Background: an optimization exercise with open tools, aiming at small area and a short achievable clock period. Do not read the settings as production practice. At most, simulation tests tie the RTL to the original design; equivalence was not proved. The flow treats the clock pin as an ideal source. Dropping or thinning the clock tree relies on that and would not hold on a real chip.

==> build 54: inputs <==
==> flow/design.v <==
module flip_flop #(parameter W = 32) (clk, d, q);
input clk;
input [W-1:0] d;
output reg [W-1:0] q;
always @(posedge clk)
    q <= d;
endmodule
module cmp_gt #(parameter W = 23) (a, b, gt);
    input  [W-1:0] a;
    input  [W-1:0] b;
    output gt;
    localparam N = 32;   
    wire [N-1:0] ax = {{(N-W){1'b0}}, a};
    wire [N-1:0] bx = {{(N-W){1'b0}}, b};
    wire [2*N-1:0] g, e;
    assign g[N-1:0] = ax & ~bx;
    assign e[N-1:0] = ~(ax ^ bx);
    genvar k, j;
    generate
        for (k = 1; (N >> k) >= 1; k = k + 1) begin : lvl
            localparam IN  = 2*N - (2*N >> (k - 1));   
            localparam OUT = 2*N - (2*N >> k);         
            for (j = 0; j < (N >> k); j = j + 1) begin : node
                assign g[OUT+j] = g[IN+2*j+1] | (e[IN+2*j+1] & g[IN+2*j]);
                assign e[OUT+j] = e[IN+2*j+1] & e[IN+2*j];
            end
        end
    endgenerate
    assign gt = g[2*N-2];
    assign e[2*N-1] = 1'b0;
    assign g[2*N-1] = 1'b0;
endmodule
module add_pfx #(parameter W = 24) (a, b, cin, s, cout);
    input  [W-1:0] a;
    input  [W-1:0] b;
    input          cin;
    output [W-1:0] s;
    output         cout;
    localparam N = W + 1;   
    localparam L = $clog2(N);
    wire [W-1:0] p = a ^ b;
    wire [N*(L+1)-1:0] G, P;
    assign G[N-1:0] = {a & b, cin};
    assign P[N-1:0] = {p, 1'b0};
    genvar k, i;
    generate
        for (k = 0; k < L; k = k + 1) begin : lvl
            for (i = 0; i < N; i = i + 1) begin : pos
                if ((i >> k) & 1) begin : comb
                    localparam J = ((i >> k) << k) - 1;
                    assign G[(k+1)*N+i] = G[k*N+i] | (P[k*N+i] & G[k*N+J]);
                    assign P[(k+1)*N+i] = P[k*N+i] & P[k*N+J];
                end else begin : pass
                    assign G[(k+1)*N+i] = G[k*N+i];
                    assign P[(k+1)*N+i] = P[k*N+i];
                end
            end
        end
    endgenerate
    wire [N-1:0] c = G[L*N +: N];   
    assign s    = p ^ c[W-1:0];
    assign cout = c[W];
endmodule
module fpu_align_add (a, b, v, ep1, s);
    input  [31:0] a;
    input  [31:0] b;
    output [24:0] v;     
    output [7:0]  ep1;   
    output        s;     
    wire [7:0] ea = a[30:23];
    wire [7:0] eb = b[30:23];
    wire [8:0] dab = {1'b0, ea} - {1'b0, eb};
    wire [7:0] dba = eb - ea;
    wire       egt = dab[8];             
    wire       eeq = (ea == eb);
    wire       mgt;
    cmp_gt #(23) u_cmp (.a(b[22:0]), .b(a[22:0]), .gt(mgt));
    wire       swap = egt | (eeq & mgt);
    wire [7:0]  eB = swap ? eb : ea;
    wire [22:0] mB = swap ? b[22:0] : a[22:0];
    wire [22:0] mS = swap ? a[22:0] : b[22:0];
    wire [7:0]  d  = egt ? dba : dab[7:0];
    wire        big = d[7] | d[6] | d[5] | (d[4] & d[3]);
    wire [23:0] mSs = big ? 24'd0 : ({1'b1, mS} >> d[4:0]);
    wire        sub = a[31] ^ b[31];
    wire [23:0] sm;
    wire        co;
    add_bk #(24) u_add (.a({1'b1, mB}), .b(mSs ^ {24{sub}}), .cin(sub), .s(sm), .cout(co));
    assign v   = {co & ~sub, sm};
    assign ep1 = eB + 8'd1;
    assign s   = swap ? b[31] : a[31];
endmodule
module fpu_normalise (v, ep1, s, kill, set23, r);
    input  [24:0] v;
    input  [7:0]  ep1;
    input         s;
    input         kill;    
    input         set23;   
    output [31:0] r;
    wire        z16 = ~|v[24:9];
    wire [24:0] x1  = z16 ? {v[8:0], 16'd0} : v;
    wire        z8  = ~|x1[24:17];
    wire [24:0] x2  = z8 ? {x1[16:0], 8'd0} : x1;
    wire        z4  = ~|x2[24:21];
    wire [24:0] x3  = z4 ? {x2[20:0], 4'd0} : x2;
    wire        z2  = ~|x3[24:23];
    wire [24:0] x4  = z2 ? {x3[22:0], 2'd0} : x3;
    wire        z1  = ~x4[24];
    wire [23:0] x5  = z1 ? x4[22:0] : x4[23:1];
    wire [4:0]  lz  = {z16, z8, z4, z2, z1};
    wire [7:0]  e    = ep1 - {3'b0, lz};
    wire        zero = kill | ~x4[24] & ~x4[23];
    assign r = ({s, e, x5[22:0]} & {32{~zero}}) | {8'b0, set23, 23'b0};
endmodule
module add_bk #(parameter W = 24) (a, b, cin, s, cout);
    input  [W-1:0] a;
    input  [W-1:0] b;
    input          cin;
    output [W-1:0] s;
    output         cout;
    localparam N = W + 1;
    localparam L = $clog2(N);
    wire [W-1:0] p = a ^ b;
    wire [N*(2*L+1)-1:0] G, P;
    assign G[N-1:0] = {a & b, cin};
    assign P[N-1:0] = {p, 1'b0};
    genvar k, i;
    generate
        for (k = 0; k < L; k = k + 1) begin : up
            for (i = 0; i < N; i = i + 1) begin : pos
                if (((i + 1) % (1 << (k + 1))) == 0) begin : comb
                    assign G[(k+1)*N+i] = G[k*N+i] | (P[k*N+i] & G[k*N+i-(1<<k)]);
                    assign P[(k+1)*N+i] = P[k*N+i] & P[k*N+i-(1<<k)];
                end else begin : pass
                    assign G[(k+1)*N+i] = G[k*N+i];
                    assign P[(k+1)*N+i] = P[k*N+i];
                end
            end
        end
        for (k = 0; k < L; k = k + 1) begin : dn
            for (i = 0; i < N; i = i + 1) begin : pos
                localparam S = 1 << (L - k - 1);
                if (i >= 2*S && ((i + 1) % (2*S)) == S) begin : comb
                    assign G[(L+k+1)*N+i] = G[(L+k)*N+i] | (P[(L+k)*N+i] & G[(L+k)*N+i-S]);
                    assign P[(L+k+1)*N+i] = P[(L+k)*N+i] & P[(L+k)*N+i-S];
                end else begin : pass
                    assign G[(L+k+1)*N+i] = G[(L+k)*N+i];
                    assign P[(L+k+1)*N+i] = P[(L+k)*N+i];
                end
            end
        end
    endgenerate
    wire [N-1:0] c = G[2*L*N +: N];
    assign s    = p ^ c[W-1:0];
    assign cout = c[W];
endmodule
module top_module(ip1,ip2,clk,rst,result);
    input [31:0]ip1;
    input [31:0]ip2;
    input clk;
    input rst;
    output reg [31:0]result;
    wire [31:0] a, b;
    reg         rst1;
    wire [24:0] v;
    wire [7:0]  ep1;
    wire        s;
    wire [31:0] r;
    flip_flop #(.W(32)) ff_a (.clk(clk), .d(ip1), .q(a));
    flip_flop #(.W(32)) ff_b (.clk(clk), .d(ip2), .q(b));
    always @(posedge clk) rst1 <= rst;
    fpu_align_add u1 (.a(a), .b(b), .v(v), .ep1(ep1), .s(s));
    reg  [24:0] v_q;
    reg  [7:0]  ep1_q;
    reg         s_q, kill_q, set_q;
    always @(posedge clk) begin
        v_q    <= v;
        ep1_q  <= ep1;
        s_q    <= s;
        kill_q <= rst | rst1;
        set_q  <= rst1 & ~rst;
    end
    fpu_normalise u2 (.v(v_q), .ep1(ep1_q), .s(s_q), .kill(kill_q), .set23(set_q), .r(r));
    always @(posedge clk) result <= r;
endmodule
==> flow/flow/run.sh <==
#!/bin/bash
# Standard flow (standard synthesis unchanged) with: timing repair aimed at
# a 18.3 ns setup margin, buf_1 on input ports and buf_2 on output ports,
# and a one-level clock tree (flow/pre_cts.tcl) instead of TritonCTS.
set -euo pipefail
F=$PWD/flow
bash standard.sh SETUP_SLACK_MARGIN=18.3 \
  "BUFFER_PORTS_ARGS=-inputs -buffer_cell sky130_fd_sc_hd__buf_1" \
  POST_GLOBAL_PLACE_TCL=$F/post_gp.tcl \
  PRE_CTS_TCL=$F/pre_cts.tcl \
  finish > standard.log 2>&1
==> flow/flow/manual_cts.tcl <==
# Build a one-level clock tree: the clock port drives N clkbuf_16 buffers,
# each of which drives the clock pins of one cluster of flip-flops
# (clusters: the flip-flops split into equal halves by x, then by y).
proc manual_cts {nbuf master_name} {
  set block [ord::get_db_block]
  set db [ord::get_db]
  set master [$db findMaster $master_name]
  set clk [$block findNet clk]
  set sinks {}
  foreach it [$clk getITerms] {
    set inst [$it getInst]
    set bb [$inst getBBox]
    lappend sinks [list $it [expr {([$bb xMin]+[$bb xMax])/2}] [expr {([$bb yMin]+[$bb yMax])/2}]]
  }
  # recursive bisection into nbuf groups (nbuf a power of two)
  set groups [list $sinks]
  set axis 0
  while {[llength $groups] < $nbuf} {
    set ng {}
    foreach g $groups {
      set s [lsort -integer -index [expr {$axis + 1}] $g]
      set h [expr {[llength $s] / 2}]
      lappend ng [lrange $s 0 [expr {$h - 1}]] [lrange $s $h end]
    }
    set groups $ng
    set axis [expr {1 - $axis}]
  }
  set k 0
  foreach g $groups {
    set net [odb::dbNet_create $block "clknet_m$k"]
    $net setSigType CLOCK
    set buf [odb::dbInst_create $block $master "clkbuf_m$k"]
    set sx 0; set sy 0
    foreach s $g {
      set it [lindex $s 0]
      $it disconnect
      $it connect $net
      incr sx [lindex $s 1]; incr sy [lindex $s 2]
    }
    set n [llength $g]
    [$buf findITerm A] connect $clk
    [$buf findITerm X] connect $net
    $buf setLocation [expr {$sx / $n}] [expr {$sy / $n}]
    $buf setPlacementStatus PLACED
    incr k
  }
}
==> flow/flow/post_gp.tcl <==
# Output ports get buf_2 buffers (inputs got buf_1 through BUFFER_PORTS_ARGS).
buffer_ports -outputs -buffer_cell sky130_fd_sc_hd__buf_2
==> flow/flow/pre_cts.tcl <==
# Replace TritonCTS with a one-level clock tree: the clock port drives four
# clkbuf_16 buffers, each driving the clock pins of a quarter of the
# flip-flops (split by position).
source [file join [file dirname [info script]] manual_cts.tcl]
manual_cts 4 sky130_fd_sc_hd__clkbuf_16
set_propagated_clock [all_clocks]
rename clock_tree_synthesis triton_cts_unused
proc clock_tree_synthesis {args} { puts "clock tree built by flow/manual_cts.tcl" }
==> flow/standard.sh <==
#!/bin/bash
# synth_recipe.tcl (not shown) runs the flow's synth.tcl, then flattens the netlist and writes it again
# the make line also repeats each setting of config.mk as NAME=value (left out here)
make -C /OpenROAD-flow-scripts/flow DESIGN_CONFIG=/design/flow/config.mk WORK_HOME=/design/flow/orfs CLKGATE_MAP_FILE= SYNTH_SCRIPT=/design/flow/synth_recipe.tcl "${@:-finish}"
==> flow/config.mk <==
export PLATFORM = sky130hd
export DESIGN_NAME = top_module
export DESIGN_NICKNAME = top_module
export VERILOG_FILES = /design/flow/design.v
export SDC_FILE = /design/flow/constraint.sdc
export NUM_CORES = 4
export LEC_CHECK = 0
export ABC_AREA = 1
export CAP_MARGIN = 20
export CORE_MARGIN = 2
export CORE_UTILIZATION = 60
export SLEW_MARGIN = 20
==> flow/constraint.sdc <==
create_clock -name core_clock -period 24.0 [get_ports {clk}]
set_input_delay 4.8000 -clock core_clock [delete_from_list [all_inputs] [get_ports {clk}]]
set_output_delay 4.8000 -clock core_clock [all_outputs]
set_load 0.01 [all_outputs]
==> build 24: changes against build 54 <==
--- a/flow/design.v
+++ b/flow/design.v
@@ -86,5 +86,5 @@
     wire [23:0] sm;
     wire        co;
-    add_bk #(24) u_add (.a({1'b1, mB}), .b(mSs ^ {24{sub}}), .cin(sub), .s(sm), .cout(co));
+    add_pfx #(24) u_add (.a({1'b1, mB}), .b(mSs ^ {24{sub}}), .cin(sub), .s(sm), .cout(co));
     assign v   = {co & ~sub, sm};
     assign ep1 = eB + 8'd1;
@@ -112,46 +112,4 @@
     wire        zero = kill | ~x4[24] & ~x4[23];
     assign r = ({s, e, x5[22:0]} & {32{~zero}}) | {8'b0, set23, 23'b0};
-endmodule
-module add_bk #(parameter W = 24) (a, b, cin, s, cout);
-    input  [W-1:0] a;
-    input  [W-1:0] b;
-    input          cin;
-    output [W-1:0] s;
-    output         cout;
-    localparam N = W + 1;
-    localparam L = $clog2(N);
-    wire [W-1:0] p = a ^ b;
-    wire [N*(2*L+1)-1:0] G, P;
-    assign G[N-1:0] = {a & b, cin};
-    assign P[N-1:0] = {p, 1'b0};
-    genvar k, i;
-    generate
-        for (k = 0; k < L; k = k + 1) begin : up
-            for (i = 0; i < N; i = i + 1) begin : pos
-                if (((i + 1) % (1 << (k + 1))) == 0) begin : comb
-                    assign G[(k+1)*N+i] = G[k*N+i] | (P[k*N+i] & G[k*N+i-(1<<k)]);
-                    assign P[(k+1)*N+i] = P[k*N+i] & P[k*N+i-(1<<k)];
-                end else begin : pass
-                    assign G[(k+1)*N+i] = G[k*N+i];
-                    assign P[(k+1)*N+i] = P[k*N+i];
-                end
-            end
-        end
-        for (k = 0; k < L; k = k + 1) begin : dn
-            for (i = 0; i < N; i = i + 1) begin : pos
-                localparam S = 1 << (L - k - 1);
-                if (i >= 2*S && ((i + 1) % (2*S)) == S) begin : comb
-                    assign G[(L+k+1)*N+i] = G[(L+k)*N+i] | (P[(L+k)*N+i] & G[(L+k)*N+i-S]);
-                    assign P[(L+k+1)*N+i] = P[(L+k)*N+i] & P[(L+k)*N+i-S];
-                end else begin : pass
-                    assign G[(L+k+1)*N+i] = G[(L+k)*N+i];
-                    assign P[(L+k+1)*N+i] = P[(L+k)*N+i];
-                end
-            end
-        end
-    endgenerate
-    wire [N-1:0] c = G[2*L*N +: N];
-    assign s    = p ^ c[W-1:0];
-    assign cout = c[W];
 endmodule
 module top_module(ip1,ip2,clk,rst,result);
==> flow/run.sh (new file) <==
#!/bin/bash
# synth_recipe.tcl (not shown) runs the flow's synth.tcl, then flattens the netlist and writes it again
# the make line also repeats each setting of config.mk as NAME=value (left out here)
make -C /OpenROAD-flow-scripts/flow DESIGN_CONFIG=/design/flow/config.mk WORK_HOME=/design/flow/orfs CLKGATE_MAP_FILE= SYNTH_SCRIPT=/design/flow/synth_recipe.tcl finish
CORE_UTILIZATION = 40   (was 60)
removed: flow/flow/run.sh
removed: flow/flow/manual_cts.tcl
removed: flow/flow/post_gp.tcl
removed: flow/flow/pre_cts.tcl
removed: flow/standard.sh
==> trial 56: changes against build 54 <==
CORE_UTILIZATION = 70   (was 60)
==> trial 33: changes against build 54 <==
--- a/flow/design.v
+++ b/flow/design.v
@@ -30,35 +30,4 @@
     assign e[2*N-1] = 1'b0;
     assign g[2*N-1] = 1'b0;
-endmodule
-module add_pfx #(parameter W = 24) (a, b, cin, s, cout);
-    input  [W-1:0] a;
-    input  [W-1:0] b;
-    input          cin;
-    output [W-1:0] s;
-    output         cout;
-    localparam N = W + 1;   
-    localparam L = $clog2(N);
-    wire [W-1:0] p = a ^ b;
-    wire [N*(L+1)-1:0] G, P;
-    assign G[N-1:0] = {a & b, cin};
-    assign P[N-1:0] = {p, 1'b0};
-    genvar k, i;
-    generate
-        for (k = 0; k < L; k = k + 1) begin : lvl
-            for (i = 0; i < N; i = i + 1) begin : pos
-                if ((i >> k) & 1) begin : comb
-                    localparam J = ((i >> k) << k) - 1;
-                    assign G[(k+1)*N+i] = G[k*N+i] | (P[k*N+i] & G[k*N+J]);
-                    assign P[(k+1)*N+i] = P[k*N+i] & P[k*N+J];
-                end else begin : pass
-                    assign G[(k+1)*N+i] = G[k*N+i];
-                    assign P[(k+1)*N+i] = P[k*N+i];
-                end
-            end
-        end
-    endgenerate
-    wire [N-1:0] c = G[L*N +: N];   
-    assign s    = p ^ c[W-1:0];
-    assign cout = c[W];
 endmodule
 module fpu_align_add (a, b, v, ep1, s);
@@ -120,5 +89,5 @@
     output         cout;
     localparam N = W + 1;
-    localparam L = $clog2(N);
+    localparam L = (N > 32) ? 6 : (N > 16) ? 5 : (N > 8) ? 4 : (N > 4) ? 3 : (N > 2) ? 2 : 1;   
     wire [W-1:0] p = a ^ b;
     wire [N*(2*L+1)-1:0] G, P;
--- a/flow/flow/run.sh
+++ b/flow/flow/run.sh
@@ -1,5 +1,5 @@
 #!/bin/bash
 # Standard flow (standard synthesis unchanged) with: timing repair aimed at
-# a 18.3 ns setup margin, buf_1 on input ports and buf_2 on output ports,
+# a 18.3 ns setup margin, buf_1 on all ports,
 # and a one-level clock tree (flow/pre_cts.tcl) instead of TritonCTS.
 set -euo pipefail
==> flow/flow/post_gp.tcl (replaced) <==
# Output ports get buf_1 buffers (inputs got buf_1 through BUFFER_PORTS_ARGS).
buffer_ports -outputs -buffer_cell sky130_fd_sc_hd__buf_1
CORE_UTILIZATION = 50   (was 60)
==> comparison table <==
|  | trial 56 | build 54 | trial 33 | build 24 |
|---|---|---|---|---|
| Outcome | no timing/DRC/antenna violations | no timing/DRC/antenna violations | no timing/DRC/antenna violations | no timing/DRC/antenna violations |
| Post-route clock skew | 0.0144 ns | 0.0148 ns | 0.0139 ns | 0.0134 ns |
| Path depth of the worst reg2reg path | 31 | 31 | 27 | 32 |
| Pin count of the biggest net entering global routing | 72 | 73 | 66 | 89 |
| Met2 Wirelength | 9770 um | 9600 um | 9980 um | 10,100 um |
| Share of the synthesized netlist area taken by xor and xnor gates | 5.36% | 5.36% | 5.36% | 5.26% |
| Area taken by multi-input logic gates | 5230 um^2 | 5230 um^2 | 5270 um^2 | 5200 um^2 |
| DPL Wire Length | 15,400 um | 15,700 um | 16,200 um | 17,200 um |
| Worst Hold Endpoint | result[31]$_DFF_P_ | set_q$_DFF_P_ | set_q$_DFF_P_ | set_q$_DFF_P_ |
| Cell with the biggest individual delay on the critical path | dfxtp_1 | dfxtp_1 | dfxtp_1 | nor2_1 |
| Cell area after synthesis | 8450 um^2 | 8450 um^2 | 8450 um^2 | 8620 um^2 |
| Synthesized area divided by synthesized cell count | 7.26 um^2 | 7.26 um^2 | 7.26 um^2 | 7.01 um^2 |
| Starting density of the core | 70.9% | 61.1% | 51.1% | 40.9% |
| Placement Setup Slack | 17.67 ns | 17.68 ns | 17.53 ns | 17.94 ns |
The RTL of build 54, build 24 and trial 56 was laid out without a check of its function. The clock cells of build 54, trial 56 and trial 33 come from the design's own scripts or RTL, not from TritonCTS.

what the ideal ports hide:
No port has a modelled driver above. Below, the same layouts with a new extraction and two added sets of constraints.
Step 1: set_driving_cell puts a clkbuf_16 on clk and a buf_2 on each other input, an assumption about the parent block.
Step 2, shift: input delay + t, output delay - t, t = (earliest + latest rising clock arrival at the registers) / 2. This alone moves slack from input paths to output paths.
Three values: ideal ports, drivers, drivers and shift; two values: the first two.
run	shift t [ns]	setup WS [ns]	pins driven straight from the clock port
build 54	0.270	18.574 / 18.476 / 18.602	4
build 24	0.471	17.830 / 17.830 / 17.830	1
trial 56	0.266	18.554 / 18.460 / 18.578	4
trial 33	0.272	18.555 / 18.456 / 18.680	4
After both steps every run listed still meets setup and hold.
